Context: an optimization exercise on an open-source flow, tuned for small area and a short achievable clock period. The choices shown serve that exercise and are no tape-out recipe. Function was checked by simulation only, so behaviour that the tests miss may differ from the original. Power is estimated from default activity; no workload was simulated.

// top
module top(clk,reset,a1,a2,a3,b1,b2,b3,c1,c2,c3,c4,c5,c6,c7,c8,c9);
Settings: LEC_CHECK=0, CAP_MARGIN=20, CORE_MARGIN=2, CORE_UTILIZATION=40, SLEW_MARGIN=20, SYNTH_HIERARCHICAL=1; clock period 6.0 ns.
standard.sh (not shown) runs the stock make flow with config.mk's settings and CLKGATE_MAP_FILE= SYNTH_SCRIPT=/design/flow/synth_recipe.tcl, a recipe that flattens the netlist after the stock synthesis.
==> flow/flow/run.sh <==
#!/bin/bash
# Standard ORFS layout with buf_1 port buffers (input ones then upsized) and
# no CTS dummy loads.
set -euo pipefail
export BUFFER_PORTS_ARGS="-buffer_cell sky130_fd_sc_hd__buf_1"
export POST_GLOBAL_PLACE_TCL="$(pwd)/flow/post_gpl.tcl"
export CTS_ARGS="-sink_clustering_enable -repair_clock_nets -dont_use_dummy_load -buf_list sky130_fd_sc_hd__clkbuf_8"
bash standard.sh > standard_flow.log 2>&1
==> flow/flow/post_gpl.tcl <==
# Port buffers are inserted as buf_1; the input ones each drive a PE's partial
# products, so they get a stronger buffer, and so do the inverters they drive.
foreach inst [get_cells input*] {
  replace_cell $inst sky130_fd_sc_hd__buf_4
  foreach pin [get_pins -of_objects [get_nets -of_objects [get_pins [get_full_name $inst]/X]] -filter "direction == input"] {
    set c [get_cells -of_objects $pin]
    if {[get_property $c ref_name] == "sky130_fd_sc_hd__inv_1"} {
      replace_cell $c sky130_fd_sc_hd__inv_4
    }
  }
}
The first run ran to the end with no violations.
Then changed:
--- a/flow/flow/run.sh
+++ b/flow/flow/run.sh
@@ -7,0 +8 @@
+export SETUP_MOVE_SEQUENCE="sizeup,swap"
SETUP_SLACK_MARGIN = 1.95   (was default)
Via count drops slightly.
Die area is unchanged.
Sequential power barely changes.
Cell area climbs by a few percent.
Core utilization climbs by 2.6 points.
Then changed:
--- a/flow/flow/run.sh
+++ b/flow/flow/run.sh
@@ -8 +7,0 @@
-export SETUP_MOVE_SEQUENCE="sizeup,swap"
--- a/flow/flow/post_gpl.tcl
+++ b/flow/flow/post_gpl.tcl
@@ -5 +5 @@
-  foreach pin [get_pins -of_objects [get_nets -of_objects [get_pins [get_full_name $inst]/X]] -filter "direction == input"] {
+  foreach pin [get_pins -of_objects [get_nets -of_objects [get_pins $inst/X]] -filter "direction == input"] {
SETUP_SLACK_MARGIN = default   (was 1.95)
Cell count hardly moves.
Fmax decreases by about 8%.
Wire length decreases by about 0.5%.
Power decreases by 6.6%.
Then changed:
--- a/flow/flow/run.sh
+++ b/flow/flow/run.sh
@@ -7,0 +8 @@
+export SETUP_MOVE_SEQUENCE="sizeup,swap"
--- a/flow/flow/post_gpl.tcl
+++ b/flow/flow/post_gpl.tcl
@@ -5 +5 @@
-  foreach pin [get_pins -of_objects [get_nets -of_objects [get_pins $inst/X]] -filter "direction == input"] {
+  foreach pin [get_pins -of_objects [get_nets -of_objects [get_pins [get_full_name $inst]/X]] -filter "direction == input"] {
SETUP_SLACK_MARGIN = 1.8   (was default)
What happened:
- The new run finished with timing, DRC and antenna clean
- global-route usage is lower by 0.30 points
- combinational power is higher by a few percent
- worst hold slack gets better by 0.0046 ns

---

## run 1
top, a different RTL version from the one above (not shown whole).
Size in the first run: roughly 250 flip-flops, roughly 200 I/O pins.
clock: 6.0 ns
lec_check: 0
cap_margin: 20
core_margin: 2
core_utilization: 60
place_density: 0.8
slew_margin: 20
synth_hierarchical: 1
==> flow/flow/run.sh <==
#!/bin/bash
# Standard ORFS layout with buf_1 port buffers (input ones then upsized) and
# no CTS dummy loads.
set -euo pipefail
export BUFFER_PORTS_ARGS="-buffer_cell sky130_fd_sc_hd__buf_1"
export POST_GLOBAL_PLACE_TCL="$(pwd)/flow/post_gpl.tcl"
export CTS_ARGS="-sink_clustering_enable -repair_clock_nets -dont_use_dummy_load -buf_list sky130_fd_sc_hd__clkbuf_8"
bash standard.sh > standard_flow.log 2>&1
==> flow/flow/post_gpl.tcl <==
# Port buffers are inserted as buf_1; the input ones each drive a PE's partial
# products, so they get a stronger buffer.
foreach inst [get_cells input*] {
  replace_cell $inst sky130_fd_sc_hd__buf_2
}
The following lists how run 2 was set up differently from run 1:
- a change of CORE_UTILIZATION from 60 to 40
- a deleted PLACE_DENSITY that had been 0.8
==> flow/flow/run.sh <==
#!/bin/bash
# Standard ORFS layout with small port buffers and no CTS dummy loads.
set -euo pipefail
export BUFFER_PORTS_ARGS="-buffer_cell sky130_fd_sc_hd__buf_2"
export CTS_ARGS="-sink_clustering_enable -repair_clock_nets -dont_use_dummy_load -buf_list sky130_fd_sc_hd__clkbuf_8"
bash standard.sh > standard_flow.log 2>&1
removed: flow/flow/post_gpl.tcl
==> comparison <==
Run 2: full flow OK, the timing, DRC and antenna checks passed. Going from run 1 to run 2, post-route fraction of the period consumed by the critical path shrinks by 3.7 points. Run 2 ended with less sequential fraction of design power than run 1. Run 2: non-clock buffer count 1 below run 1. The run showing the smaller sequential cell area share is run 2. Run 2 against run 1: fraction of area in non-clock buffers grew by 0.57 points; number of clock buffers inserted by TritonCTS moved up. Looking at capturing element of the worst setup path, the acc4[14] result is from run 1; the acc7[14] one comes from run 2. Run 2 improves on run 1 in shortest period the worst path allows. Run 2 falls short of run 1 in post-route worst hold slack.
What run 3 does differently from run 2 at the input level:
==> flow/flow/run.sh <==
#!/bin/bash
# Standard ORFS layout with buf_1 port buffers (input ones then upsized) and
# no CTS dummy loads.
set -euo pipefail
export BUFFER_PORTS_ARGS="-buffer_cell sky130_fd_sc_hd__buf_1"
export POST_GLOBAL_PLACE_TCL="$(pwd)/flow/post_gpl.tcl"
export CTS_ARGS="-sink_clustering_enable -repair_clock_nets -dont_use_dummy_load -buf_list sky130_fd_sc_hd__clkbuf_8"
bash standard.sh > standard_flow.log 2>&1
==> flow/flow/post_gpl.tcl (new file) <==
# Port buffers are inserted as buf_1; the input ones each drive a PE's partial
# products, so they get a stronger buffer.
foreach inst [get_cells input*] {
  replace_cell $inst sky130_fd_sc_hd__buf_2
}
[summary]
Taking run 2 as the reference, in run 3 first-pass GRT wire length decreased by 950 um relative to the old numbers; proportion of power drawn by combinational gates decreased by 0.5 points relative to the old numbers; met2 demand-to-capacity share in global routing closely matched the old numbers.
Diff run 2 -> run 3: antenna diode instance count -1, post-synthesis to final-layout area growth -0.65 points.
Going from run 2 to run 3, met3 usage in global routing went up 0.29 points, sum of internal, switching and leakage power went down about 0.33%, worst hold slack stayed essentially flat, wire length closely matched the old numbers.
The following lists how run 4 was set up differently from run 3:
==> flow/flow/run.sh <==
#!/bin/bash
# Standard ORFS layout, with buf_2 input buffers, buf_1 output buffers and no
# CTS dummy loads.
set -euo pipefail
export BUFFER_PORTS_ARGS="-inputs -buffer_cell sky130_fd_sc_hd__buf_2"
export PRE_GLOBAL_PLACE_TCL="$(pwd)/flow/pre_gpl.tcl"
export CTS_ARGS="-sink_clustering_enable -repair_clock_nets -dont_use_dummy_load -buf_list sky130_fd_sc_hd__clkbuf_8"
bash standard.sh > standard_flow.log 2>&1
==> flow/flow/pre_gpl.tcl (new file) <==
# Output ports get the smallest buffer: they drive only the fixed output load
# and have most of the cycle to spare.
buffer_ports -outputs -buffer_cell sky130_fd_sc_hd__buf_1
removed: flow/flow/post_gpl.tcl
Results
Run 3 has completed all stages; timing, DRC and antenna checks passed. Run 4 finished all stages; the layout is clean. For run 4, the first element of the critical path was b11n[5], unlike run 3, where it was b2[5]. NOTE: violation count after the first detailed-routing iteration in run 4 falls short of that of run 3. Summary of run 4 over run 3: number of cells on the worst hold path held, total chip power decreased by 1.4% relative to the old numbers. Run 3 and run 4 ended up with roughly the same global-route usage over all layers. Re total via count in the routed design: run 3 was higher than run 4. Run 3 -> run 4: final area decreased by a few percent.

==> port drivers added, routing unchanged <==
The results above use ideal ports. As a check the final layouts listed here were re-extracted and re-timed, cells and wires unchanged. Step 1: set_driving_cell puts a clkbuf_16 on clk and a buf_2 on each other input, an assumption about the parent block. Step 2 also shifts input and output timing later by t, the mid clock arrival at the registers, as if the neighbouring blocks saw the same clock. Three values: ideal ports, drivers, drivers and shift; two values: the first two.
| run | t (ns) | setup slack, ns | hold slack, ns | clock arrival spread, ns | pins driven straight from the clock port |
|---|---|---|---|---|---|
| the first run of note 1 | 0.686 | 1.779 / 1.779 / 1.139 | 0.502 / 0.502 / 0.502 | 0.050 / 0.050 | 1 |
| the second run of note 1 | 0.671 | 2.047 / 2.077 / 1.406 | 0.514 / 0.514 / 0.514 | 0.065 / 0.064 | 1 |
| the third run of note 1 | 0.689 | 1.688 / 1.716 / 1.027 | 0.502 / 0.502 / 0.502 | 0.056 / 0.056 | 1 |
| the fourth run of note 1 | 0.664 | 1.976 / 1.963 / 1.299 | 0.506 / 0.506 / 0.506 | 0.060 / 0.060 | 1 |
| run 1 | 0.655 | 1.519 / 1.544 / 0.889 | 0.518 / 0.518 / 0.518 | 0.023 / 0.023 | 1 |
| run 2 | 0.677 | 1.743 / 1.778 / 1.101 | 0.508 / 0.508 / 0.508 | 0.033 / 0.033 | 1 |
| run 3 | 0.679 | 1.681 / 1.720 / 1.041 | 0.507 / 0.507 / 0.507 | 0.034 / 0.034 | 1 |
| run 4 | 0.664 | 1.667 / 1.667 / 1.096 | 0.566 / 0.566 / 0.566 | 0.055 / 0.055 | 1 |
After both steps setup and hold are still met in every run listed. For the fourth run of note 1, which loses most, drivers alone change the setup slack by -0.013 ns; drivers and shift together by -0.677 ns.
